Context: an optimization exercise on an open-source flow, tuned for small area. The choices shown serve that exercise and are no tape-out recipe. At most, simulation tests tie the RTL to the original design; equivalence was not proved. No functional check of the RTL was part of run 1. Power and IR drop assume default switching activity.

==> flow/design.v (outline; a module is shown in full before it is edited, if it fits) <==
// module ysyx_23060336_IFU: 96 lines
// module ysyx_23060336_IDU: 968 lines
// module ysyx_23060336_RCA: 18 lines
// module ysyx_23060336_INC: 17 lines
// module ysyx_23060336_AddSub: 23 lines
// module ysyx_23060336_SHIFT: 2127 lines
// module ysyx_23060336_ALU: 54 lines
// module ysyx_23060336_ARBITER: 83 lines
// module ysyx_23060336_XBAR: 65 lines
// module ysyx_23060336_CLINT: 32 lines
// module ysyx_23060336_EXU: 94 lines
// module ysyx_23060336_LSU: 119 lines
// module ysyx_23060336_WBU: 32 lines
// module ysyx_23060336_REG: 28 lines
// module ysyx_23060336_CSR: 48 lines
// module ysyx_23060336_ICACHE: 98 lines
// module ysyx_23060336: 525 lines
module ysyx_23060336(
  input         clock,
                reset,
                io_interrupt,
                io_master_awready,
  output        io_master_awvalid,
  output [31:0] io_master_awaddr,
  output [3:0]  io_master_awid,
  output [7:0]  io_master_awlen,
  output [2:0]  io_master_awsize,
  output [1:0]  io_master_awburst,
  input         io_master_wready,
  output        io_master_wvalid,
  output [31:0] io_master_wdata,
  output [3:0]  io_master_wstrb,
  output        io_master_wlast,
                io_master_bready,
  input         io_master_bvalid,
  input  [1:0]  io_master_bresp,
  input  [3:0]  io_master_bid,
  input         io_master_arready,
  output        io_master_arvalid,
  output [31:0] io_master_araddr,
  output [3:0]  io_master_arid,
  output [7:0]  io_master_arlen,
  output [2:0]  io_master_arsize,
  output [1:0]  io_master_arburst,
  output        io_master_rready,
  input         io_master_rvalid,
  input  [1:0]  io_master_rresp,
  input  [31:0] io_master_rdata,
  input         io_master_rlast,
  input  [3:0]  io_master_rid,
  output        io_slave_awready,
  input         io_slave_awvalid,
  input  [31:0] io_slave_awaddr,
  input  [3:0]  io_slave_awid,
  input  [7:0]  io_slave_awlen,
  input  [2:0]  io_slave_awsize,
  input  [1:0]  io_slave_awburst,
  output        io_slave_wready,
  input         io_slave_wvalid,
  input  [31:0] io_slave_wdata,
  input  [3:0]  io_slave_wstrb,
  input         io_slave_wlast,
                io_slave_bready,
  output        io_slave_bvalid,
  output [1:0]  io_slave_bresp,
  output [3:0]  io_slave_bid,
  output        io_slave_arready,
  input         io_slave_arvalid,
  input  [31:0] io_slave_araddr,
  input  [3:0]  io_slave_arid,
  input  [7:0]  io_slave_arlen,
  input  [2:0]  io_slave_arsize,
  input  [1:0]  io_slave_arburst,
  input         io_slave_rready,
  output        io_slave_rvalid,
  output [1:0]  io_slave_rresp,
  output [31:0] io_slave_rdata,
  output [3:0]  io_slave_rid,
  output        io_slave_rlast
);
  // ...
==> flow/flow/run.sh <==
#!/bin/bash
# Standard ORFS layout, except: synthesis maps the logic with an area-oriented
# abc script (flow/abc_area.script, via flow/mysynth.tcl), and CTS uses
# smaller clock buffers and no dummy loads.  Each step's output goes to a log
# file in this folder.
set -euo pipefail
W=$(pwd)
export MY_ABC_SCRIPT=$W/flow/abc_area.script
CTS="-sink_clustering_enable -repair_clock_nets -dont_use_dummy_load -buf_list sky130_fd_sc_hd__clkbuf_8 -sink_clustering_size 15 -sink_clustering_max_diameter 50"
M=(make -C "$FLOW_HOME" DESIGN_CONFIG=$W/config.mk WORK_HOME=$W/orfs CLKGATE_MAP_FILE= SYNTH_SCRIPT=$W/flow/mysynth.tcl)
"${M[@]}" synth > $W/synth.log 2>&1
CTS_ARGS="$CTS" "${M[@]}" CTS_ARGS="$CTS" finish > $W/layout.log 2>&1
R=$W/orfs/results/$FLOW_PLATFORM/ysyx_23060336/base
: # left out here: write the final layout as DEF
==> flow/flow/abc_area.script <==
strash
&get -n
&fraig -x
&put
scorr
dc2
dc2
strash
&get -n
&dch -f
&nf
&put
==> flow/flow/mysynth.tcl <==
proc synth {args} { yosys synth -nofsm -noshare {*}$args }
# technology mapping with an area-oriented abc script and no delay target
proc abc {args} {
  set out {}
  set i 0
  while {$i < [llength $args]} {
    set a [lindex $args $i]
    if {$a eq "-script"} {
      lappend out -script $::env(MY_ABC_SCRIPT)
      incr i 2
    } elseif {$a eq "-D" || $a eq "-constr"} {
      incr i 2
    } else {
      lappend out $a
      incr i
    }
  }
  yosys abc {*}$out
}
source $::env(SCRIPTS_DIR)/synth.tcl
# left out here: clear keep_hierarchy, flatten, clean up, hide names made inside functions, write 1_2_yosys.v
==> flow/standard.sh <==
#!/bin/bash
# synth_recipe.tcl (not shown) runs the flow's synth.tcl, then flattens the netlist and writes it again
# the make line also repeats each setting of config.mk as NAME=value (left out here)
make -C /OpenROAD-flow-scripts/flow DESIGN_CONFIG=/design/flow/config.mk WORK_HOME=/design/flow/orfs CLKGATE_MAP_FILE= SYNTH_SCRIPT=/design/flow/synth_recipe.tcl "${@:-finish}"
==> flow/config.mk <==
export PLATFORM = sky130hd
export DESIGN_NAME = ysyx_23060336
export DESIGN_NICKNAME = ysyx_23060336
export VERILOG_FILES = /design/flow/design.v
export SDC_FILE = /design/flow/constraint.sdc
export NUM_CORES = 4
export LEC_CHECK = 0
export CAP_MARGIN = 20
export CORE_MARGIN = 2
export CORE_UTILIZATION = 40
export PLACE_DENSITY = 0.6
export SLEW_MARGIN = 20
==> flow/constraint.sdc <==
create_clock -name core_clock -period 25.0 [get_ports {clock}]
set_input_delay 5.0000 -clock core_clock [delete_from_list [all_inputs] [get_ports {clock}]]
set_output_delay 5.0000 -clock core_clock [all_outputs]
set_load 0.01 [all_outputs]
==> results.sh, run 1 <==
export IMPL_status="finished clean"
export IMPL_worstSetupPathType="flip-flop to output pin"
export IMPL_p_sw_share_pct=31.0
export IMPL_synth_xor_area_share_pct=1.11
export IMPL_combPwrFrac_pct=21.1
export IMPL_drtIter0Drc=12548
export IMPL_clkbuf_count=203
export IMPL_internal_power_mw=5.23
export IMPL_placed_cells=10408
export IMPL_p_leak_nw=33.7
export IMPL_path_clk_slew_ns=0.09
export IMPL_worst_slack_ns=0.532
export IMPL_gp_congestion=0.965
export IMPL_power_per_cell_area_nw_per_um2=73.0
export IMPL_post_cts_setup_buffers=4
export IMPL_synth_most_common_cell="edfxtp_1"
export IMPL_seq_cell_count=2131
export IMPL_seq_cell_share_pct=58.2
export IMPL_avgSynthCellArea_sq_um=13.3
export IMPL_hold_viol_final=0
export IMPL_h_tree_depth=4
export IMPL_ys_types=70
export IMPL_netlist_instances=6939
export IMPL_cts_tree="yes"
export IMPL_avgRoutedWirePerCell_um=34.1
export IMPL_taps=3026
export IMPL_crit_top_cell="fa_2"
export IMPL_die_area_sq_um=234000
export IMPL_cts_buffers=203
export IMPL_finalNonFillerCells=10635
export IMPL_synth_edf_count=1780
export IMPL_numPortBuffers=148
export IMPL_synth_fa_ha_area_share_pct=3.86
export IMPL_netlist_top_cells_area="edfxtp_1 (58%), dfxtp_1 (7.6%), a22oi_1 (4.0%)"
export IMPL_hold_path_class="flip-flop to flip-flop"
export IMPL_power_leader="registers"
==> module ysyx_23060336_IFU, before the edit <==
module ysyx_23060336_IFU(
  input         clock,
                reset,
                io_out_ready,
  output        io_out_valid,
  output [31:0] io_out_bits_pc,
                io_out_bits_inst,
  input         io_axi_arready,
  output        io_axi_arvalid,
  output [31:0] io_axi_araddr,
  output        io_axi_rready,
  input         io_axi_rvalid,
  input  [31:0] io_axi_rdata,
                io_dnpc,
  input         io_exu_valid,
                io_isRAW_control
);
  reg  [31:0] PC;
  reg  [31:0] finst;
  reg  [2:0]  state;
  wire        _PC_T_9 = state == 3'h2;
  wire        _io_axi_rready_T_5 = state == 3'h1;
  wire        _io_axi_arvalid_T_4 = state == 3'h4;
  wire        _PC_T_13 = state == 3'h3;
  wire        _io_axi_arvalid_T_6 = state == 3'h6;
  wire        _io_axi_arvalid_T_2 = state == 3'h5;
  wire [31:0] io_axi_araddr_0 =
    reset
      ? 32'h80000000
      : _io_axi_arvalid_T_2 | ~(_io_axi_arvalid_T_4 | _io_axi_arvalid_T_6 & io_exu_valid)
          ? PC
          : io_dnpc;
  wire        io_axi_arvalid_0 =
    ~reset
    & (~(|state) | _io_axi_arvalid_T_2 | _io_axi_arvalid_T_4 | _io_axi_arvalid_T_6
       & io_exu_valid);
  wire [31:0] _PC_T_16;
  assign _PC_T_16[1:0] = PC[1:0];
  ysyx_23060336_INC #(30) pcinc (
    .a  (PC[31:2]),
    .ci (1'h1),
    .s  (_PC_T_16[31:2]),
    .co ()
  );
  wire [2:0]  _state_T_9 = io_out_ready ? 3'h0 : 3'h3;
  wire [2:0]  _state_T_10 = {1'h0, ~io_out_ready, 1'h0};
  always @(posedge clock) begin
    if (reset) begin
      PC <= 32'h80000000;
      finst <= 32'h0;
      state <= 3'h5;
    end
    else begin
      if (reset)
        PC <= 32'h80000000;
      else if (io_exu_valid & _io_axi_arvalid_T_6)
        PC <= io_dnpc;
      else if (_io_axi_arvalid_T_4 & io_axi_rvalid & io_out_ready)
        PC <= _PC_T_16;
      else if (_io_axi_arvalid_T_4)
        PC <= io_dnpc;
      else if ((_PC_T_9 | _io_axi_rready_T_5 & io_axi_rvalid | _PC_T_13) & io_out_ready)
        PC <= _PC_T_16;
      if (io_axi_rvalid)
        finst <= io_axi_rdata;
      if (state == 3'h2)
        state <= io_isRAW_control ? 3'h4 : _state_T_10;
      else if (state == 3'h3)
        state <= _state_T_9;
      else if (state == 3'h4)
        state <= io_axi_rvalid ? _state_T_9 : 3'h4;
      else if (state == 3'h1)
        state <= io_axi_rvalid ? (io_isRAW_control ? 3'h4 : _state_T_10) : 3'h1;
      else if (|state) begin
        if (state == 3'h6)
          state <= io_exu_valid ? 3'h1 : 3'h6;
        else if (state == 3'h5)
          state <= io_axi_arready ? 3'h6 : 3'h5;
        else
          state <= 3'h0;
      end
      else
        state <= io_axi_arready ? (io_axi_rvalid ? 3'h2 : 3'h1) : 3'h0;
    end
  end  
  assign io_out_valid =
    (_PC_T_9 | _io_axi_rready_T_5 & io_axi_rvalid & io_out_ready) & ~io_isRAW_control
    | _io_axi_arvalid_T_4 & io_axi_rvalid & io_out_ready | _PC_T_13 | _io_axi_arvalid_T_6
    & io_axi_rvalid;
  assign io_out_bits_pc = PC;
  assign io_out_bits_inst = io_axi_rvalid & io_out_ready ? io_axi_rdata : finst;
  assign io_axi_arvalid = io_axi_arvalid_0;
  assign io_axi_araddr = io_axi_araddr_0;
  assign io_axi_rready =
    ~(|state) | _io_axi_rready_T_5 | _io_axi_arvalid_T_6 | _io_axi_arvalid_T_4;
endmodule
==> module ysyx_23060336_LSU, before the edit <==
module ysyx_23060336_LSU(
  input         clock,
                reset,
  output        io_axi_awvalid,
  output [31:0] io_axi_awaddr,
  output [2:0]  io_axi_awsize,
  input         io_axi_wready,
  output        io_axi_wvalid,
  output [31:0] io_axi_wdata,
  output [3:0]  io_axi_wstrb,
  output        io_axi_wlast,
  input         io_axi_bvalid,
                io_axi_arready,
  output        io_axi_arvalid,
  output [31:0] io_axi_araddr,
  output [2:0]  io_axi_arsize,
  output        io_axi_rready,
  input         io_axi_rvalid,
  input  [31:0] io_axi_rdata,
  output        io_in_ready,
  input         io_in_valid,
  input  [31:0] io_in_bits_result,
  input         io_in_bits_MemWr,
                io_in_bits_MemtoReg,
  input  [2:0]  io_in_bits_fn,
  input  [31:0] io_in_bits_data,
  input         io_in_bits_CsrWr,
  input         io_out_ready,
  output        io_out_valid,
  output [31:0] io_out_bits_regdata
);
  wire        prepare;
  reg  [31:0] regdata;
  reg  [2:0]  state;
  reg  [2:0]  casez_tmp;
  wire [1:0]  a = io_in_bits_result[1:0];
  wire [1:0]  size = io_in_bits_fn[1:0];
  wire [2:0]  _state_T_8 = io_out_ready ? 3'h0 : 3'h3;
  wire [2:0]  _state_T_10 = ~(|state) & io_in_valid ? 3'h5 : 3'h0;
  always_comb begin
    casez (state)
      3'b000:
        casez_tmp = _state_T_10;
      3'b001:
        casez_tmp = io_axi_arready ? (io_axi_rvalid ? 3'h3 : 3'h4) : 3'h1;
      3'b010:
        casez_tmp = io_axi_wready ? 3'h4 : 3'h2;
      3'b011:
        casez_tmp = _state_T_8;
      3'b100:
        casez_tmp = prepare ? _state_T_8 : 3'h4;
      3'b101:
        casez_tmp = io_in_bits_MemtoReg ? 3'h1 : {2'h1, ~io_in_bits_MemWr};
      default:
        casez_tmp = _state_T_10;
    endcase
  end
  wire        _io_axi_rready_T_3 = state == 3'h4;
  wire        _io_axi_rready_T_1 = state == 3'h1;
  wire        _io_axi_wlast_T = state == 3'h2;
  assign prepare =
    io_in_bits_MemtoReg & io_axi_rvalid | io_in_bits_MemWr & io_axi_bvalid;
  wire [31:0] sh = io_axi_rdata >> {a, 3'b000};
  wire [31:0] DataOut =
    size == 2'h0 ? sh
    : size == 2'h1 ? (a == 2'h2 ? sh : (|a) ? 32'h0 : io_axi_rdata)
    : io_axi_rdata;
  wire        sext = ~io_in_bits_fn[2];
  wire [31:0] ldata =
    size == 2'h0 ? {{24{sext & DataOut[7]}}, DataOut[7:0]}
    : size == 2'h1 ? {{16{sext & DataOut[15]}}, DataOut[15:0]}
    : DataOut;
  wire [31:0] rdata =
    io_in_bits_CsrWr
      ? io_in_bits_data
      : io_in_bits_MemtoReg ? ldata : io_in_bits_result;
  wire [31:0] src2 = io_in_bits_data;
  wire [31:0] io_axi_wdata_0 =
    size == 2'h0
      ? {24'h0, src2[7:0]} << {a, 3'b000}
      : size == 2'h1
          ? (a == 2'h2 ? {src2[15:0], 16'h0} : (|a) ? 32'h0 : src2)
          : src2;
  wire [3:0]  wstrb = size == 2'h0 ? 4'h1 : size == 2'h1 ? 4'h3 : 4'hF;
  wire        io_axi_rready_0 = ~(|state) | _io_axi_rready_T_1 | _io_axi_rready_T_3;
  always @(posedge clock) begin
    if (reset) begin
      regdata <= 32'h0;
      state <= 3'h0;
    end
    else begin
      if (io_axi_rvalid & io_axi_rready_0)
        regdata <= rdata;
      state <= casez_tmp;
    end
  end
  assign io_axi_awvalid = ~reset & io_in_bits_MemWr & _io_axi_wlast_T;
  assign io_axi_awaddr = io_in_bits_result;
  assign io_axi_awsize = {1'b0, size};
  assign io_axi_wvalid = ~reset & io_in_bits_MemWr & _io_axi_wlast_T;
  assign io_axi_wdata = io_axi_wdata_0;
  assign io_axi_wstrb =
    size == 2'h0
      ? wstrb << a
      : size == 2'h1
          ? (a == 2'h2 ? 4'hC : (|a) ? 4'h0 : 4'h3)
          : 4'hF;
  assign io_axi_wlast = io_in_bits_MemWr & _io_axi_wlast_T;
  assign io_axi_arvalid = ~reset & _io_axi_rready_T_1 & io_in_bits_MemtoReg;
  assign io_axi_araddr = io_in_bits_result;
  assign io_axi_arsize = {1'b0, size};
  assign io_axi_rready = io_axi_rready_0;
  assign io_in_ready = ~(|state);
  assign io_out_valid = state == 3'h3 | _io_axi_rready_T_3 & prepare & io_out_ready;
  assign io_out_bits_regdata =
    _io_axi_rready_T_1 | ~io_in_bits_MemtoReg & ~io_in_bits_MemWr
      ? rdata
      : regdata;
endmodule
==> module ysyx_23060336_REG, before the edit <==
module ysyx_23060336_REG(
  input         clock,
  input  [4:0]  io_rs1,
                io_rs2,
  output [31:0] io_src1,
                io_src2,
  input         io_wen,
  input  [3:0]  io_waddr,
  input  [31:0] io_wdata
);
  reg [31:0] rf [1:15];
  always @(posedge clock) begin
    if (io_wen & (|io_waddr))
      rf[io_waddr] <= io_wdata;
  end
  reg [31:0] r1, r2;
  integer i;
  always @(*) begin
    r1 = 32'h0;
    r2 = 32'h0;
    for (i = 1; i < 16; i = i + 1) begin
      r1 = r1 | {32{io_rs1 == i}} & rf[i];
      r2 = r2 | {32{io_rs2 == i}} & rf[i];
    end
  end
  assign io_src1 = r1;
  assign io_src2 = r2;
endmodule
==> module ysyx_23060336_ICACHE, before the edit <==
module ysyx_23060336_ICACHE(
  input         clock,
                reset,
                io_master_arready,
  output        io_master_arvalid,
  output [31:0] io_master_araddr,
  output        io_master_rready,
  input         io_master_rvalid,
  input  [31:0] io_master_rdata,
  output        io_slave_arready,
  input         io_slave_arvalid,
  input  [31:0] io_slave_araddr,
  input         io_slave_rready,
  output        io_slave_rvalid,
  output [31:0] io_slave_rdata,
  input         io_awvalid,
  input  [31:0] io_awaddr
);
  reg  [25:0] tags [0:15];
  reg  [31:0] datas [0:15];
  reg  [15:0] valids;
  reg  [31:0] araddr;
  wire [25:0] slave_tag = araddr[31:6];
  wire        skip_addr = io_slave_araddr[31:24] == 8'h0F | io_slave_araddr == 32'h10000000;
  reg  [2:0]  state;
  reg  [2:0]  casez_tmp;
  wire        refill = state == 3'h3 & io_master_rvalid;
  wire        inval = io_awvalid & ~refill;
  wire [3:0]  idx = inval ? io_awaddr[5:2] : araddr[5:2];
  reg  [25:0] out_tag;
  reg  [31:0] out_data;
  integer i;
  always @(*) begin
    out_tag = 26'h0;
    out_data = 32'h0;
    for (i = 0; i < 16; i = i + 1) begin
      out_tag = out_tag | {26{idx == i}} & tags[i];
      out_data = out_data | {32{idx == i}} & datas[i];
    end
  end
  wire        out_valid = valids[idx];
  wire [2:0]  _state_T_9 = {~io_slave_rready, 2'h0};
  wire [2:0]  _state_T_11 = ~(|state) & io_slave_arvalid ? {skip_addr, 2'h1} : 3'h0;
  always_comb begin
    casez (state)
      3'b000:
        casez_tmp = _state_T_11;
      3'b001:
        casez_tmp = slave_tag == out_tag & out_valid ? 3'h4 : 3'h2;
      3'b010:
        casez_tmp = io_master_arready ? (io_master_rvalid ? _state_T_9 : 3'h3) : 3'h2;
      3'b011:
        casez_tmp = io_master_rvalid ? _state_T_9 : 3'h3;
      3'b100:
        casez_tmp = _state_T_9;
      3'b101:
        casez_tmp = io_master_rvalid ? 3'h0 : 3'h5;
      default:
        casez_tmp = _state_T_11;
    endcase
  end
  wire        _io_master_rready_T = state == 3'h2;
  wire        _io_master_rready_T_3 = io_slave_arvalid & skip_addr;
  wire        _io_master_rready_T_1 = state == 3'h3;
  wire        _io_master_rready_T_5 = state == 3'h5;
  wire        _io_slave_rdata_T = state == 3'h4;
  always @(posedge clock) begin
    if (reset) begin
      araddr <= 32'h0;
      state <= 3'h0;
      valids <= 16'h0;
    end
    else begin
      if (io_slave_arvalid)
        araddr <= io_slave_araddr;
      state <= casez_tmp;
      if (refill | io_awvalid)
        valids[idx] <= ~inval;
    end
  end
  always @(posedge clock) begin
    if (refill)
      tags[araddr[5:2]] <= slave_tag;
    if (refill | io_awvalid)
      datas[idx] <= io_master_rdata;
  end
  assign io_master_arvalid = _io_master_rready_T | _io_master_rready_T_3;
  assign io_master_araddr = araddr;
  assign io_master_rready =
    _io_master_rready_T | _io_master_rready_T_1 | _io_master_rready_T_3
    | _io_master_rready_T_5;
  assign io_slave_arready = ~(|state);
  assign io_slave_rvalid =
    _io_slave_rdata_T
    | (_io_master_rready_T_5 | _io_master_rready_T_1 | _io_master_rready_T)
    & io_master_rvalid & io_slave_rready;
  assign io_slave_rdata = _io_slave_rdata_T ? out_data : io_master_rdata;
endmodule
==> module ysyx_23060336, before the edit <==
module ysyx_23060336(
  input         clock,
                reset,
                io_interrupt,
                io_master_awready,
  output        io_master_awvalid,
  output [31:0] io_master_awaddr,
  output [3:0]  io_master_awid,
  output [7:0]  io_master_awlen,
  output [2:0]  io_master_awsize,
  output [1:0]  io_master_awburst,
  input         io_master_wready,
  output        io_master_wvalid,
  output [31:0] io_master_wdata,
  output [3:0]  io_master_wstrb,
  output        io_master_wlast,
                io_master_bready,
  input         io_master_bvalid,
  input  [1:0]  io_master_bresp,
  input  [3:0]  io_master_bid,
  input         io_master_arready,
  output        io_master_arvalid,
  output [31:0] io_master_araddr,
  output [3:0]  io_master_arid,
  output [7:0]  io_master_arlen,
  output [2:0]  io_master_arsize,
  output [1:0]  io_master_arburst,
  output        io_master_rready,
  input         io_master_rvalid,
  input  [1:0]  io_master_rresp,
  input  [31:0] io_master_rdata,
  input         io_master_rlast,
  input  [3:0]  io_master_rid,
  output        io_slave_awready,
  input         io_slave_awvalid,
  input  [31:0] io_slave_awaddr,
  input  [3:0]  io_slave_awid,
  input  [7:0]  io_slave_awlen,
  input  [2:0]  io_slave_awsize,
  input  [1:0]  io_slave_awburst,
  output        io_slave_wready,
  input         io_slave_wvalid,
  input  [31:0] io_slave_wdata,
  input  [3:0]  io_slave_wstrb,
  input         io_slave_wlast,
                io_slave_bready,
  output        io_slave_bvalid,
  output [1:0]  io_slave_bresp,
  output [3:0]  io_slave_bid,
  output        io_slave_arready,
  input         io_slave_arvalid,
  input  [31:0] io_slave_araddr,
  input  [3:0]  io_slave_arid,
  input  [7:0]  io_slave_arlen,
  input  [2:0]  io_slave_arsize,
  input  [1:0]  io_slave_arburst,
  input         io_slave_rready,
  output        io_slave_rvalid,
  output [1:0]  io_slave_rresp,
  output [31:0] io_slave_rdata,
  output [3:0]  io_slave_rid,
  output        io_slave_rlast
);
  wire        _ifu_io_out_valid;
  wire [31:0] _ifu_io_out_bits_pc;
  wire [31:0] _ifu_io_out_bits_inst;
  wire        _ifu_io_axi_arvalid;
  wire [31:0] _ifu_io_axi_araddr;
  wire        _ifu_io_axi_rready;
  wire        _icache_io_master_arvalid;
  wire [31:0] _icache_io_master_araddr;
  wire        _icache_io_master_rready;
  wire        _icache_io_slave_arready;
  wire        _icache_io_slave_rvalid;
  wire [31:0] _icache_io_slave_rdata;
  wire        _idu_io_in_ready;
  wire        _idu_io_out_valid;
  wire [31:0] _idu_io_out_bits_imm;
  wire [1:0]  _idu_io_out_bits_pcmux;
  wire [3:0]  _idu_io_out_bits_AluSel;
  wire [3:0]  _idu_io_out_bits_AluMux;
  wire        _idu_io_out_bits_branch;
  wire        _idu_io_out_bits_mret;
  wire        _idu_io_out_bits_lsu_MemWr;
  wire        _idu_io_out_bits_lsu_MemtoReg;
  wire        _idu_io_out_bits_lsu_wbu_ecall;
  wire        _idu_io_out_bits_lsu_wbu_RegWr;
  wire        _idu_io_out_bits_lsu_wbu_CsrWr;
  wire [2:0]  _idu_io_out_bits_lsu_wbu_instType;
  wire [4:0]  _idu_io_out_bits_lsu_wbu_rd;
  wire [31:0] _reg_src1;
  wire [31:0] _reg_src2;
  wire [31:0] _csr_mepc;
  wire [31:0] _csr_mtvec;
  wire [31:0] _csr_csrdata;
  wire        _exu_io_in_ready;
  wire        _exu_io_out_valid;
  wire [31:0] _exu_io_out_bits_result;
  wire [31:0] _exu_io_dnpc;
  wire        _exu_io_exu_valid;
  wire        _exu_io_isRAW_control;
  wire        _lsu_io_in_ready;
  wire        _lsu_io_out_valid;
  wire [31:0] _lsu_io_out_bits_regdata;
  wire        _lsu_io_axi_awvalid;
  wire [31:0] _lsu_io_axi_awaddr;
  wire [2:0]  _lsu_io_axi_awsize;
  wire        _lsu_io_axi_wvalid;
  wire [31:0] _lsu_io_axi_wdata;
  wire [3:0]  _lsu_io_axi_wstrb;
  wire        _lsu_io_axi_wlast;
  wire        _lsu_io_axi_arvalid;
  wire [31:0] _lsu_io_axi_araddr;
  wire [2:0]  _lsu_io_axi_arsize;
  wire        _lsu_io_axi_rready;
  wire        _wbu_io_in_ready;
  wire        _wbu_io_reg_wen;
  wire        _wbu_io_csr_wen;
  wire        _wbu_io_csr_ecall;
  wire        _arbiter_io_ifu_arready;
  wire        _arbiter_io_ifu_rvalid;
  wire [31:0] _arbiter_io_ifu_rdata;
  wire        _arbiter_io_lsu_wready;
  wire        _arbiter_io_lsu_bvalid;
  wire        _arbiter_io_lsu_arready;
  wire        _arbiter_io_lsu_rvalid;
  wire [31:0] _arbiter_io_lsu_rdata;
  wire        _arbiter_io_axi_arvalid;
  wire [31:0] _arbiter_io_axi_araddr;
  wire [3:0]  _arbiter_io_axi_arid;
  wire [2:0]  _arbiter_io_axi_arsize;
  wire        _arbiter_io_axi_rready;
  wire        _xbar_io_slave_arready;
  wire        _xbar_io_slave_rvalid;
  wire [31:0] _xbar_io_slave_rdata;
  wire        _clint_io_axi_arready;
  wire        _clint_io_axi_rvalid;
  wire [31:0] _clint_io_axi_rdata;
  wire        _xbar_io_clint_arvalid;
  wire [31:0] _xbar_io_clint_araddr;
  reg  [31:0] idu_pc;
  reg  [31:0] idu_inst;
  reg  [31:0] exu_pc;
  reg  [31:0] exu_src1;
  reg  [31:0] exu_imm;
  reg  [31:0] exu_d2;
  reg  [1:0]  exu_pcmux;
  reg  [3:0]  exu_AluSel;
  reg  [3:0]  exu_AluMux;
  reg         exu_branch;
  reg         exu_mret;
  reg         exu_MemWr;
  reg         exu_MemtoReg;
  reg  [2:0]  exu_fn;
  reg         exu_ecall;
  reg         exu_RegWr;
  reg         exu_CsrWr;
  reg  [3:0]  exu_rd;
  reg  [2:0]  exu_csrsel;
  reg  [31:0] lsu_result;
  reg  [31:0] lsu_data;
  reg         lsu_MemWr;
  reg         lsu_MemtoReg;
  reg  [2:0]  lsu_fn;
  reg         lsu_ecall;
  reg         lsu_RegWr;
  reg         lsu_CsrWr;
  reg  [3:0]  lsu_rd;
  reg  [2:0]  lsu_csrsel;
  reg  [31:0] wbu_regdata;
  reg  [31:0] wbu_csrdata;
  reg         wbu_ecall;
  reg         wbu_RegWr;
  reg         wbu_CsrWr;
  reg  [3:0]  wbu_rd;
  reg  [2:0]  wbu_csrsel;
  wire [11:0] csr = idu_inst[31:20];
  wire        sys = _idu_io_out_bits_lsu_wbu_instType == 3'h6;
  wire [31:0] sysdata =
    (|idu_inst[14:12]) ? _csr_csrdata : idu_inst[21] ? _csr_mepc : _csr_mtvec;
  wire [2:0]  csrsel =
    csr == 12'h305 ? 3'h4
    : csr == 12'h300 ? 3'h5
    : csr == 12'h341 ? 3'h6
    : csr == 12'h342 ? 3'h7 : 3'h0;
  always @(posedge clock) begin
    if (_ifu_io_out_valid & _idu_io_in_ready) begin
      idu_pc <= _ifu_io_out_bits_pc;
      idu_inst <= _ifu_io_out_bits_inst;
    end
    if (_idu_io_out_valid & _exu_io_in_ready) begin
      exu_pc <= idu_pc;
      exu_src1 <= _reg_src1;
      exu_imm <= _idu_io_out_bits_imm | {27'h0, sys ? idu_inst[19:15] : 5'h0};
      exu_d2 <= sys ? sysdata : _reg_src2;
      exu_pcmux <= _idu_io_out_bits_pcmux;
      exu_AluSel <= _idu_io_out_bits_AluSel;
      exu_AluMux <= _idu_io_out_bits_lsu_wbu_ecall ? 4'h4 : _idu_io_out_bits_AluMux;
      exu_branch <= _idu_io_out_bits_branch;
      exu_mret <= _idu_io_out_bits_mret;
      exu_MemWr <= _idu_io_out_bits_lsu_MemWr;
      exu_MemtoReg <= _idu_io_out_bits_lsu_MemtoReg;
      exu_fn <= idu_inst[14:12];
      exu_ecall <= _idu_io_out_bits_lsu_wbu_ecall;
      exu_RegWr <= _idu_io_out_bits_lsu_wbu_RegWr;
      exu_CsrWr <= _idu_io_out_bits_lsu_wbu_CsrWr;
      exu_rd <= _idu_io_out_bits_lsu_wbu_rd[4] ? 4'h0 : _idu_io_out_bits_lsu_wbu_rd[3:0];
      exu_csrsel <= csrsel;
    end
    if (_exu_io_out_valid & _lsu_io_in_ready) begin
      lsu_result <= _exu_io_out_bits_result;
      lsu_data <= exu_d2;
      lsu_MemWr <= exu_MemWr;
      lsu_MemtoReg <= exu_MemtoReg;
      lsu_fn <= exu_fn;
      lsu_ecall <= exu_ecall;
      lsu_RegWr <= exu_RegWr;
      lsu_CsrWr <= exu_CsrWr;
      lsu_rd <= exu_rd;
      lsu_csrsel <= exu_csrsel;
    end
    if (_lsu_io_out_valid & _wbu_io_in_ready) begin
      wbu_regdata <= _lsu_io_out_bits_regdata;
      wbu_csrdata <= lsu_result;
      wbu_ecall <= lsu_ecall;
      wbu_RegWr <= lsu_RegWr;
      wbu_CsrWr <= lsu_CsrWr;
      wbu_rd <= lsu_rd;
      wbu_csrsel <= lsu_csrsel;
    end
  end
  ysyx_23060336_IFU ifu (
    .clock            (clock),
    .reset            (reset),
    .io_out_ready     (_idu_io_in_ready),
    .io_out_valid     (_ifu_io_out_valid),
    .io_out_bits_pc   (_ifu_io_out_bits_pc),
    .io_out_bits_inst (_ifu_io_out_bits_inst),
    .io_axi_arready   (_icache_io_slave_arready),
    .io_axi_arvalid   (_ifu_io_axi_arvalid),
    .io_axi_araddr    (_ifu_io_axi_araddr),
    .io_axi_rready    (_ifu_io_axi_rready),
    .io_axi_rvalid    (_icache_io_slave_rvalid),
    .io_axi_rdata     (_icache_io_slave_rdata),
    .io_dnpc          (_exu_io_dnpc),
    .io_exu_valid     (_exu_io_exu_valid),
    .io_isRAW_control (_exu_io_isRAW_control)
  );
  ysyx_23060336_IDU idu (
    .clock                          (clock),
    .reset                          (reset),
    .io_in_ready                    (_idu_io_in_ready),
    .io_in_valid                    (_ifu_io_out_valid),
    .io_in_bits_pc                  (idu_pc),
    .io_in_bits_inst                (idu_inst),
    .io_out_ready                   (_exu_io_in_ready),
    .io_out_valid                   (_idu_io_out_valid),
    .io_out_bits_pc                 (),
    .io_out_bits_src1               (),
    .io_out_bits_rezimm             (),
    .io_out_bits_rers1              (),
    .io_out_bits_imm                (_idu_io_out_bits_imm),
    .io_out_bits_mtvec              (),
    .io_out_bits_mepc               (),
    .io_out_bits_pcmux              (_idu_io_out_bits_pcmux),
    .io_out_bits_AluSel             (_idu_io_out_bits_AluSel),
    .io_out_bits_AluMux             (_idu_io_out_bits_AluMux),
    .io_out_bits_branch             (_idu_io_out_bits_branch),
    .io_out_bits_mret               (_idu_io_out_bits_mret),
    .io_out_bits_lsu_MemWr          (_idu_io_out_bits_lsu_MemWr),
    .io_out_bits_lsu_MemtoReg       (_idu_io_out_bits_lsu_MemtoReg),
    .io_out_bits_lsu_awsize         (),
    .io_out_bits_lsu_arsize         (),
    .io_out_bits_lsu_RegNum         (),
    .io_out_bits_lsu_wstrb          (),
    .io_out_bits_lsu_src2           (),
    .io_out_bits_lsu_csrdata        (),
    .io_out_bits_lsu_wbu_ebreak     (),
    .io_out_bits_lsu_wbu_ecall      (_idu_io_out_bits_lsu_wbu_ecall),
    .io_out_bits_lsu_wbu_RegWr      (_idu_io_out_bits_lsu_wbu_RegWr),
    .io_out_bits_lsu_wbu_CsrWr      (_idu_io_out_bits_lsu_wbu_CsrWr),
    .io_out_bits_lsu_wbu_isRAW_data (),
    .io_out_bits_lsu_wbu_instType   (_idu_io_out_bits_lsu_wbu_instType),
    .io_out_bits_lsu_wbu_rd         (_idu_io_out_bits_lsu_wbu_rd),
    .io_out_bits_lsu_wbu_csr        (),
    .io_reg_rs1                     (),
    .io_reg_rs2                     (),
    .io_reg_src1                    (32'h0),
    .io_reg_src2                    (32'h0),
    .io_csr_mepc                    (32'h0),
    .io_csr_mtvec                   (32'h0),
    .io_csr_csrdata                 (32'h0),
    .io_csr_csr                     (),
    .io_exu_rd                      ({1'b0, exu_rd}),
    .io_lsu_rd                      ({1'b0, lsu_rd}),
    .io_wbu_rd                      ({1'b0, wbu_rd})
  );
  ysyx_23060336_EXU exu (
    .clock              (clock),
    .reset              (reset),
    .io_in_ready        (_exu_io_in_ready),
    .io_in_valid        (_idu_io_out_valid),
    .io_in_bits_pc      (exu_pc),
    .io_in_bits_src1    (exu_src1),
    .io_in_bits_imm     (exu_imm),
    .io_in_bits_d2      (exu_d2),
    .io_in_bits_pcmux   (exu_pcmux),
    .io_in_bits_AluSel  (exu_AluSel),
    .io_in_bits_AluMux  (exu_AluMux),
    .io_in_bits_branch  (exu_branch),
    .io_in_bits_mret    (exu_mret),
    .io_in_bits_ecall   (exu_ecall),
    .io_out_ready       (_lsu_io_in_ready),
    .io_out_valid       (_exu_io_out_valid),
    .io_out_bits_result (_exu_io_out_bits_result),
    .io_dnpc            (_exu_io_dnpc),
    .io_exu_valid       (_exu_io_exu_valid),
    .io_isRAW_control   (_exu_io_isRAW_control)
  );
  ysyx_23060336_LSU lsu (
    .clock               (clock),
    .reset               (reset),
    .io_axi_awvalid      (_lsu_io_axi_awvalid),
    .io_axi_awaddr       (_lsu_io_axi_awaddr),
    .io_axi_awsize       (_lsu_io_axi_awsize),
    .io_axi_wready       (_arbiter_io_lsu_wready),
    .io_axi_wvalid       (_lsu_io_axi_wvalid),
    .io_axi_wdata        (_lsu_io_axi_wdata),
    .io_axi_wstrb        (_lsu_io_axi_wstrb),
    .io_axi_wlast        (_lsu_io_axi_wlast),
    .io_axi_bvalid       (_arbiter_io_lsu_bvalid),
    .io_axi_arready      (_arbiter_io_lsu_arready),
    .io_axi_arvalid      (_lsu_io_axi_arvalid),
    .io_axi_araddr       (_lsu_io_axi_araddr),
    .io_axi_arsize       (_lsu_io_axi_arsize),
    .io_axi_rready       (_lsu_io_axi_rready),
    .io_axi_rvalid       (_arbiter_io_lsu_rvalid),
    .io_axi_rdata        (_arbiter_io_lsu_rdata),
    .io_in_ready         (_lsu_io_in_ready),
    .io_in_valid         (_exu_io_out_valid),
    .io_in_bits_result   (lsu_result),
    .io_in_bits_MemWr    (lsu_MemWr),
    .io_in_bits_MemtoReg (lsu_MemtoReg),
    .io_in_bits_fn       (lsu_fn),
    .io_in_bits_data     (lsu_data),
    .io_in_bits_CsrWr    (lsu_CsrWr),
    .io_out_ready        (_wbu_io_in_ready),
    .io_out_valid        (_lsu_io_out_valid),
    .io_out_bits_regdata (_lsu_io_out_bits_regdata)
  );
  ysyx_23060336_WBU wbu (
    .clock            (clock),
    .io_in_next_CsrWr (lsu_CsrWr),
    .reset            (reset),
    .io_in_ready      (_wbu_io_in_ready),
    .io_in_valid      (_lsu_io_out_valid),
    .io_in_bits_ecall (wbu_ecall),
    .io_in_bits_RegWr (wbu_RegWr),
    .io_in_bits_CsrWr (wbu_CsrWr),
    .io_reg_wen       (_wbu_io_reg_wen),
    .io_csr_wen       (_wbu_io_csr_wen),
    .io_csr_ecall     (_wbu_io_csr_ecall)
  );
  ysyx_23060336_REG reg_0 (
    .clock    (clock),
    .io_rs1   (idu_inst[19:15]),
    .io_rs2   (idu_inst[24:20]),
    .io_src1  (_reg_src1),
    .io_src2  (_reg_src2),
    .io_wen   (_wbu_io_reg_wen),
    .io_waddr (wbu_rd),
    .io_wdata (wbu_regdata)
  );
  ysyx_23060336_CSR csr_0 (
    .clock      (clock),
    .reset      (reset),
    .io_mepc    (_csr_mepc),
    .io_mtvec   (_csr_mtvec),
    .io_csrdata (_csr_csrdata),
    .io_csr     (csr),
    .io_wen     (_wbu_io_csr_wen),
    .io_ecall   (_wbu_io_csr_ecall),
    .io_wsel    (wbu_csrsel),
    .io_wdata   (wbu_csrdata)
  );
  ysyx_23060336_ARBITER arbiter (
    .clock          (clock),
    .reset          (reset),
    .io_ifu_arready (_arbiter_io_ifu_arready),
    .io_ifu_arvalid (_icache_io_master_arvalid),
    .io_ifu_araddr  (_icache_io_master_araddr),
    .io_ifu_rready  (_icache_io_master_rready),
    .io_ifu_rvalid  (_arbiter_io_ifu_rvalid),
    .io_ifu_rdata   (_arbiter_io_ifu_rdata),
    .io_lsu_awready (),
    .io_lsu_awvalid (_lsu_io_axi_awvalid),
    .io_lsu_awaddr  (_lsu_io_axi_awaddr),
    .io_lsu_awsize  (_lsu_io_axi_awsize),
    .io_lsu_wready  (_arbiter_io_lsu_wready),
    .io_lsu_wvalid  (_lsu_io_axi_wvalid),
    .io_lsu_wdata   (_lsu_io_axi_wdata),
    .io_lsu_wstrb   (_lsu_io_axi_wstrb),
    .io_lsu_wlast   (_lsu_io_axi_wlast),
    .io_lsu_bvalid  (_arbiter_io_lsu_bvalid),
    .io_lsu_arready (_arbiter_io_lsu_arready),
    .io_lsu_arvalid (_lsu_io_axi_arvalid),
    .io_lsu_araddr  (_lsu_io_axi_araddr),
    .io_lsu_arsize  (_lsu_io_axi_arsize),
    .io_lsu_rready  (_lsu_io_axi_rready),
    .io_lsu_rvalid  (_arbiter_io_lsu_rvalid),
    .io_lsu_rdata   (_arbiter_io_lsu_rdata),
    .io_axi_awready (io_master_awready),
    .io_axi_awvalid (),
    .io_axi_awaddr  (),
    .io_axi_awsize  (),
    .io_axi_wready  (io_master_wready),
    .io_axi_wvalid  (),
    .io_axi_wdata   (),
    .io_axi_wstrb   (),
    .io_axi_wlast   (),
    .io_axi_bvalid  (io_master_bvalid),
    .io_axi_arready (_xbar_io_slave_arready),
    .io_axi_arvalid (_arbiter_io_axi_arvalid),
    .io_axi_araddr  (_arbiter_io_axi_araddr),
    .io_axi_arid    (_arbiter_io_axi_arid),
    .io_axi_arsize  (_arbiter_io_axi_arsize),
    .io_axi_rready  (_arbiter_io_axi_rready),
    .io_axi_rvalid  (_xbar_io_slave_rvalid),
    .io_axi_rdata   (_xbar_io_slave_rdata)
  );
  ysyx_23060336_XBAR xbar (
    .io_slave_awready  (),
    .io_slave_awvalid  (1'b0),
    .io_slave_awaddr   (32'h0),
    .io_slave_awsize   (3'h0),
    .io_slave_wready   (),
    .io_slave_wvalid   (1'b0),
    .io_slave_wdata    (32'h0),
    .io_slave_wstrb    (4'h0),
    .io_slave_wlast    (1'b0),
    .io_slave_bvalid   (),
    .io_slave_arready  (_xbar_io_slave_arready),
    .io_slave_arvalid  (_arbiter_io_axi_arvalid),
    .io_slave_araddr   (_arbiter_io_axi_araddr),
    .io_slave_arid     (_arbiter_io_axi_arid),
    .io_slave_arsize   (_arbiter_io_axi_arsize),
    .io_slave_rready   (_arbiter_io_axi_rready),
    .io_slave_rvalid   (_xbar_io_slave_rvalid),
    .io_slave_rdata    (_xbar_io_slave_rdata),
    .io_master_awready (io_master_awready),
    .io_master_awvalid (),
    .io_master_awaddr  (),
    .io_master_awsize  (),
    .io_master_wready  (io_master_wready),
    .io_master_wvalid  (),
    .io_master_wdata   (),
    .io_master_wstrb   (),
    .io_master_wlast   (),
    .io_master_bvalid  (io_master_bvalid),
    .io_master_arready (io_master_arready),
    .io_master_arvalid (io_master_arvalid),
    .io_master_araddr  (io_master_araddr),
    .io_master_arid    (io_master_arid),
    .io_master_arsize  (io_master_arsize),
    .io_master_rready  (io_master_rready),
    .io_master_rvalid  (io_master_rvalid),
    .io_master_rdata   (io_master_rdata),
    .io_clint_arready  (_clint_io_axi_arready),
    .io_clint_arvalid  (_xbar_io_clint_arvalid),
    .io_clint_araddr   (_xbar_io_clint_araddr),
    .io_clint_rvalid   (_clint_io_axi_rvalid),
    .io_clint_rdata    (_clint_io_axi_rdata)
  );
  ysyx_23060336_CLINT clint (
    .clock          (clock),
    .reset          (reset),
    .io_axi_arready (_clint_io_axi_arready),
    .io_axi_arvalid (_xbar_io_clint_arvalid),
    .io_axi_araddr  (_xbar_io_clint_araddr),
    .io_axi_rvalid  (_clint_io_axi_rvalid),
    .io_axi_rdata   (_clint_io_axi_rdata)
  );
  ysyx_23060336_ICACHE icache (
    .clock             (clock),
    .reset             (reset),
    .io_master_arready (_arbiter_io_ifu_arready),
    .io_master_arvalid (_icache_io_master_arvalid),
    .io_master_araddr  (_icache_io_master_araddr),
    .io_master_rready  (_icache_io_master_rready),
    .io_master_rvalid  (_arbiter_io_ifu_rvalid),
    .io_master_rdata   (_arbiter_io_ifu_rdata),
    .io_slave_arready  (_icache_io_slave_arready),
    .io_slave_arvalid  (_ifu_io_axi_arvalid),
    .io_slave_araddr   (_ifu_io_axi_araddr),
    .io_slave_rready   (_ifu_io_axi_rready),
    .io_slave_rvalid   (_icache_io_slave_rvalid),
    .io_slave_rdata    (_icache_io_slave_rdata),
    .io_awvalid        (_lsu_io_axi_awvalid),
    .io_awaddr         (_lsu_io_axi_awaddr)
  );
  assign io_master_awvalid = _lsu_io_axi_awvalid;
  assign io_master_awaddr = _lsu_io_axi_awaddr;
  assign io_master_awid = 4'h2;
  assign io_master_awlen = 8'h0;
  assign io_master_awsize = _lsu_io_axi_awsize;
  assign io_master_awburst = 2'h1;
  assign io_master_wvalid = _lsu_io_axi_wvalid;
  assign io_master_wdata = _lsu_io_axi_wdata;
  assign io_master_wstrb = _lsu_io_axi_wstrb;
  assign io_master_wlast = _lsu_io_axi_wlast;
  assign io_master_bready = 1'h1;
  assign io_master_arlen = 8'h0;
  assign io_master_arburst = 2'h1;
  assign io_slave_awready = 1'h0;
  assign io_slave_wready = 1'h0;
  assign io_slave_bvalid = 1'h0;
  assign io_slave_bresp = 2'h0;
  assign io_slave_bid = 4'h0;
  assign io_slave_arready = 1'h0;
  assign io_slave_rvalid = 1'h0;
  assign io_slave_rresp = 2'h0;
  assign io_slave_rdata = 32'h0;
  assign io_slave_rid = 4'h0;
  assign io_slave_rlast = 1'h0;
endmodule
==> run 2: changes to the inputs <==
--- a/flow/design.v
+++ b/flow/design.v
@@ -26,9 +26,7 @@
   wire        _io_axi_arvalid_T_2 = state == 3'h5;
   wire [31:0] io_axi_araddr_0 =
-    reset
-      ? 32'h80000000
-      : _io_axi_arvalid_T_2 | ~(_io_axi_arvalid_T_4 | _io_axi_arvalid_T_6 & io_exu_valid)
-          ? PC
-          : io_dnpc;
+    _io_axi_arvalid_T_2 | ~(_io_axi_arvalid_T_4 | _io_axi_arvalid_T_6 & io_exu_valid)
+      ? PC
+      : io_dnpc;
   wire        io_axi_arvalid_0 =
     ~reset
@@ -46,7 +44,10 @@
   wire [2:0]  _state_T_10 = {1'h0, ~io_out_ready, 1'h0};
   always @(posedge clock) begin
+    if (io_axi_rvalid)
+      finst <= io_axi_rdata;
+  end
+  always @(posedge clock) begin
     if (reset) begin
       PC <= 32'h80000000;
-      finst <= 32'h0;
       state <= 3'h5;
     end
@@ -62,6 +63,4 @@
       else if ((_PC_T_9 | _io_axi_rready_T_5 & io_axi_rvalid | _PC_T_13) & io_out_ready)
         PC <= _PC_T_16;
-      if (io_axi_rvalid)
-        finst <= io_axi_rdata;
       if (state == 3'h2)
         state <= io_isRAW_control ? 3'h4 : _state_T_10;
@@ -3639,8 +3638,5 @@
     io_in_bits_MemtoReg & io_axi_rvalid | io_in_bits_MemWr & io_axi_bvalid;
   wire [31:0] sh = io_axi_rdata >> {a, 3'b000};
-  wire [31:0] DataOut =
-    size == 2'h0 ? sh
-    : size == 2'h1 ? (a == 2'h2 ? sh : (|a) ? 32'h0 : io_axi_rdata)
-    : io_axi_rdata;
+  wire [31:0] DataOut = size[1] ? io_axi_rdata : sh;
   wire        sext = ~io_in_bits_fn[2];
   wire [31:0] ldata =
@@ -3654,10 +3650,8 @@
   wire [31:0] src2 = io_in_bits_data;
   wire [31:0] io_axi_wdata_0 =
-    size == 2'h0
-      ? {24'h0, src2[7:0]} << {a, 3'b000}
-      : size == 2'h1
-          ? (a == 2'h2 ? {src2[15:0], 16'h0} : (|a) ? 32'h0 : src2)
-          : src2;
-  wire [3:0]  wstrb = size == 2'h0 ? 4'h1 : size == 2'h1 ? 4'h3 : 4'hF;
+    {size[1] ? src2[31:24] : size[0] ? src2[15:8] : src2[7:0],
+     size[1] ? src2[23:16] : src2[7:0],
+     size[0] | size[1] ? src2[15:8] : src2[7:0],
+     src2[7:0]};
   wire        io_axi_rready_0 = ~(|state) | _io_axi_rready_T_1 | _io_axi_rready_T_3;
   always @(posedge clock) begin
@@ -3678,9 +3672,7 @@
   assign io_axi_wdata = io_axi_wdata_0;
   assign io_axi_wstrb =
-    size == 2'h0
-      ? wstrb << a
-      : size == 2'h1
-          ? (a == 2'h2 ? 4'hC : (|a) ? 4'h0 : 4'h3)
-          : 4'hF;
+    size[1] ? 4'hF
+    : size[0] ? {a[1], a[1], ~a[1], ~a[1]}
+    : {a == 2'h3, a == 2'h2, a == 2'h1, a == 2'h0};
   assign io_axi_wlast = io_in_bits_MemWr & _io_axi_wlast_T;
   assign io_axi_arvalid = ~reset & _io_axi_rready_T_1 & io_in_bits_MemtoReg;
@@ -3729,5 +3721,8 @@
 module ysyx_23060336_REG(
   input         clock,
-  input  [4:0]  io_rs1,
+  input         io_load,
+                io_busy,
+  input  [4:0]  io_rs1_in,
+                io_rs1,
                 io_rs2,
   output [31:0] io_src1,
@@ -3738,20 +3733,26 @@
 );
   reg [31:0] rf [1:15];
+  reg [31:0] shadow;
+  wire       wr = io_wen & (|io_waddr);
   always @(posedge clock) begin
-    if (io_wen & (|io_waddr))
+    if (wr)
       rf[io_waddr] <= io_wdata;
   end
-  reg [31:0] r1, r2;
+  wire [4:0] raddr = io_busy ? io_rs2 : io_rs1_in;
+  reg [31:0] rd;
   integer i;
   always @(*) begin
-    r1 = 32'h0;
-    r2 = 32'h0;
-    for (i = 1; i < 16; i = i + 1) begin
-      r1 = r1 | {32{io_rs1 == i}} & rf[i];
-      r2 = r2 | {32{io_rs2 == i}} & rf[i];
-    end
+    rd = 32'h0;
+    for (i = 1; i < 16; i = i + 1)
+      rd = rd | {32{raddr == i}} & rf[i];
   end
-  assign io_src1 = r1;
-  assign io_src2 = r2;
+  always @(posedge clock) begin
+    if (io_load)
+      shadow <= wr & {1'b0, io_waddr} == io_rs1_in ? io_wdata : rd;
+    else if (wr & {1'b0, io_waddr} == io_rs1)
+      shadow <= io_wdata;
+  end
+  assign io_src1 = shadow;
+  assign io_src2 = rd;
 endmodule
 module ysyx_23060336_CSR(
@@ -3871,11 +3872,8 @@
   always @(posedge clock) begin
     if (reset) begin
-      araddr <= 32'h0;
       state <= 3'h0;
       valids <= 16'h0;
     end
     else begin
-      if (io_slave_arvalid)
-        araddr <= io_slave_araddr;
       state <= casez_tmp;
       if (refill | io_awvalid)
@@ -3884,4 +3882,8 @@
   end
   always @(posedge clock) begin
+    if (io_slave_arvalid)
+      araddr <= io_slave_araddr;
+  end
+  always @(posedge clock) begin
     if (refill)
       tags[araddr[5:2]] <= slave_tag;
@@ -4266,4 +4268,7 @@
   ysyx_23060336_REG reg_0 (
     .clock    (clock),
+    .io_load  (_ifu_io_out_valid & _idu_io_in_ready),
+    .io_busy  (~_idu_io_in_ready),
+    .io_rs1_in(_ifu_io_out_bits_inst[19:15]),
     .io_rs1   (idu_inst[19:15]),
     .io_rs2   (idu_inst[24:20]),
==> flow/run.sh (new file) <==
#!/bin/bash
# synth_recipe.tcl (not shown) runs the flow's synth.tcl, then flattens the netlist and writes it again
# the make line also repeats each setting of config.mk as NAME=value (left out here)
make -C /OpenROAD-flow-scripts/flow DESIGN_CONFIG=/design/flow/config.mk WORK_HOME=/design/flow/orfs CLKGATE_MAP_FILE= SYNTH_SCRIPT=/design/flow/synth_recipe.tcl finish
--- a/flow/config.mk
+++ b/flow/config.mk
@@ -6,7 +6,11 @@
 export NUM_CORES = 4
 export LEC_CHECK = 0
+export ABC_AREA = 1
 export CAP_MARGIN = 20
 export CORE_MARGIN = 2
 export CORE_UTILIZATION = 40
+export CTS_BUF_LIST = sky130_fd_sc_hd__clkbuf_8
+export CTS_CLUSTER_DIAMETER = 50
+export CTS_CLUSTER_SIZE = 15
 export PLACE_DENSITY = 0.6
 export SLEW_MARGIN = 20
removed: flow/flow/run.sh
removed: flow/flow/abc_area.script
removed: flow/flow/mysynth.tcl
removed: flow/standard.sh
==> run 2 against run 1 <==
Sequential cell count grew 32; critical path type unchanged; still clean; non-clock buffer count shrank 18; utilization shrank 0.62 points; power grew 20%; final cell count grew 26%; global-route usage shrank 2.3 points; clock skew shrank 0.094 ns.
==> results.sh, run 2 <==
export IMPL_status="finished clean"
export IMPL_clock_skew_ns=0.109
export IMPL_start_kind="flip-flop"
export IMPL_drc=0
export IMPL_drtIter0Drc=9525
export IMPL_synth_common_cells="nand2_1 (2496), edfxtp_1 (1876), nand3_1 (824)"
export IMPL_seqCellArea_sq_um=62100
export IMPL_hold_viol_final=0
export IMPL_cp_required_ns=20.00
export IMPL_worstMarginPinSlew_ns=1.23
export IMPL_seq_power_share_pct=48.2
export IMPL_dp_hpwl_mm=238
export IMPL_clock_sinks=2163
export IMPL_placed_cells=12961
export IMPL_initial_utilization_pct=40.2
export IMPL_multi_input_area_sq_um=32700
export IMPL_grt_use_total_pct=27.5
export IMPL_cp_top_family="adder cells"
export IMPL_path_clk_slew_ns=0.09
export IMPL_async_flop_share_pct=0
export IMPL_drv_slew=0
export IMPL_avgSynthCellArea_sq_um=10.3
export IMPL_pin_count=383
export IMPL_netlist_top_cells_area="edfxtp_1 (56%), nand2_1 (9.4%), dfxtp_1 (5.8%)"
export IMPL_cts_buffers=209
export IMPL_antenna_found_initial=29
export IMPL_h_tree_depth=4
export IMPL_combPwrFrac_pct=25.2
export IMPL_setup_viol=0
export IMPL_pre_cts_slack_ns=-0.149
export IMPL_clkPwrFrac_pct=26.6
export IMPL_drtPass1Iterations=6
export IMPL_numPortBuffers=148
export IMPL_finalNonFillerCells=13358
export IMPL_layout_common_cells="nand2_1 (2484), edfxtp_1 (1876), nand3_1 (823)"
export IMPL_synth_top_area_share_pct=56.5
export IMPL_via_per_inst=5.63
export IMPL_top_layer="met5"
export IMPL_fin_crit_ns=24.21
export IMPL_drt_met1_wl_mm=147
export IMPL_utilization_pct=44.6
export IMPL_p_leak_nw=41.7
export IMPL_cp_num_buf_inv=11
export IMPL_synth_ff_type="edfxtp_1"
export IMPL_clkLatencyLatePin_ns=1.09
export IMPL_ant_nets=0
export IMPL_synth_seq_cells=2163
export IMPL_final_nets=10295
export IMPL_syn_area_sq_um=99700
export IMPL_wl_mm=356
export IMPL_worstSetupPathType="flip-flop to output pin"
export IMPL_ys_warn_count=12
export IMPL_grt_max_degree=115
export IMPL_critPathMaxFanout=9
export IMPL_max_stage_delay_ns=0.50
export IMPL_cp_data_arrival_time_ns=19.21
export IMPL_p_sw_mw=3.18
export IMPL_slowest_stage="fa_2"
export IMPL_die_w_um=503
export IMPL_maxCapViolations=0
export IMPL_fillers=23264
export IMPL_rsz0062_at_grt="no"
export IMPL_regMostFlops="icache.datas"
export IMPL_die_area_sq_um=253000
export IMPL_rows=183
export IMPL_power_per_cell_area_nw_per_um2=82.2
export IMPL_layout_commonest_cell="nand2_1"
export IMPL_via_count=75244
export IMPL_dr_wl_met3_mm=34.3
export IMPL_cts_root_buf="clkbuf_8"
export IMPL_synth_edf_count=1876
export IMPL_gp_congestion=1.04
export IMPL_end_kind="output pin"
export IMPL_ys_types=71
export IMPL_die_h_um=503
export IMPL_largest_register_ffs=512
export IMPL_max_freq_mhz=41.3
export IMPL_core_area_sq_um=248000
export IMPL_cts_hold_buf=0
export IMPL_wl_met2_mm=152
export IMPL_clockBufferDepth=3
export IMPL_crit_top_cell="fa_2"
export IMPL_internal_power_mw=5.93
export IMPL_cts_tree="yes"
export IMPL_avgRoutedWirePerCell_um=26.6
export IMPL_grt_pass1_wl_mm=502
export IMPL_post_synth_top_area_cell="edfxtp_1"
export IMPL_relSlewSlack_pct=17.0
export IMPL_drive_gt1_share_pct=9.25
export IMPL_overflow=0
export IMPL_hold_path_class="flip-flop to flip-flop"
export IMPL_worst_slack_ns=0.794
export IMPL_reg2reg_setup_slack_ns=2.55
export IMPL_syn2layout_area_growth_pct=11.0
export IMPL_timing_final_crit_share_pct=96.8
export IMPL_grt_pass1_vias=69503
export IMPL_ir_drop_uv=47.2
export IMPL_netlist_instances=9703
export IMPL_p_sw_share_pct=34.9
export IMPL_seq_area_frac_synth_pct=62.2
export IMPL_synth_most_common_cell="nand2_1"
export IMPL_p_total_mw=9.10
## run 2: cell types whose count changed in the layout (fill, tap and decap cells not counted), moves of 141 or more
cell | previous run | this run
inv_1 | 0 | 781
o21ai_0 | 256 | 425
a222oi_1 | 337 | 0
nand3_1 | 114 | 823
a22oi_1 | 494 | 20
a21oi_1 | 399 | 258
nor2_1 | 516 | 665
nand2_1 | 600 | 2484
## run 2: routing by layer
| layer | track usage [%] | vias to the layer above |
|---|---|---|
| met2 | 40.4 | 3868 |
| met3 | 5.89 | 767 |
| met5 | 0 | - |
| met4 | 15.0 | 14 |
| met1 | 38.0 | 36915 |
| li1 | - | 33680 |
## run 2: kinds of logic after synthesis
family	synth area share [%]
simple gates	19.4
flops	62.2
buf+inv	5.92
compound gates	7.95
fa+ha+maj	3.57
xor+xnor	0.861
other cells	0.00753
## run 2: cell type report
type                       count  share of cell area, %
timing repair buffer         443                   3.69
antenna                       18                 0.0407
clock inverter               153                   1.46
sequential                  2163                   56.1
inverter                     812                   2.76
tap                         3330                   3.76
multi-input combinational   6225                   29.5
clock buffer                 214                   2.66
## run 2: path summary, 6_finish.rpt
| kind | endpoint | startpoint | depth (start not counted) |
|---|---|---|---|
| setup / recovery | io_master_arvalid | exu_AluMux[1] | 79 |
| hold / removal | exu_pc[4] | idu_pc[4] | 0 |
| setup reg to reg | exu_d2[25] | exu_AluMux[1] | 102 |
| hold reg to reg | exu_pc[4] | idu_pc[4] | 0 |
## run 2: power groups by stage
| stage | clock network (mW) | registers (mW) | logic, mW |
|---|---|---|---|
| finish | 2.42 | 4.39 | 2.29 |
| global route | 2.58 | 4.40 | 2.47 |
| CTS | 2.45 | 4.38 | 2.24 |
| detailed placement | 0 | 4.47 | 2.22 |
| global placement | 0 | 4.46 | 2.20 |
| floorplan | 0 | 4.34 | 1.32 |
## run 2: per-stage QoR
stage	setup TNS (ns)	area, sq um	hold WS, ns
floorplan	0	100000	0.397
global placement	-0.111	106000	0.402
detailed placement	-0.149	106000	0.405
CTS	0	110000	0.382
global route	0	111000	0.382
finish	0	111000	0.386
## run 2: what timing repair did
action	CTS	global route
setup endpoints to repair	2	2
pin swaps	6	9
buffers inserted	1	1
resized for setup	25	20

## what the ideal ports hide
Ports are ideal in the flow. The routed layouts listed here were re-timed in OpenROAD.
Step 1, drivers: a clkbuf_16 drives clock and a buf_2 each remaining input, both assumed.
Step 2 times the ports against the registers' clock, not the clock port: input delays grow and output delays shrink by t, the midpoint of the rising clock arrivals with the driver on.
a / b / c = ideal / step 1 / step 2; a / b = the first two.
run	t (ns)	slack for setup (ns)	hold WS [ns]	worst slew at a driven data input, ns
run 1	1.076	0.532 / 0.437 / 1.513	0.330 / 0.330 / 0.330	0.05
run 2	1.117	0.794 / 0.709 / 1.826	0.386 / 0.386 / 0.386	0.06
After both steps setup and hold are still met in every run listed.
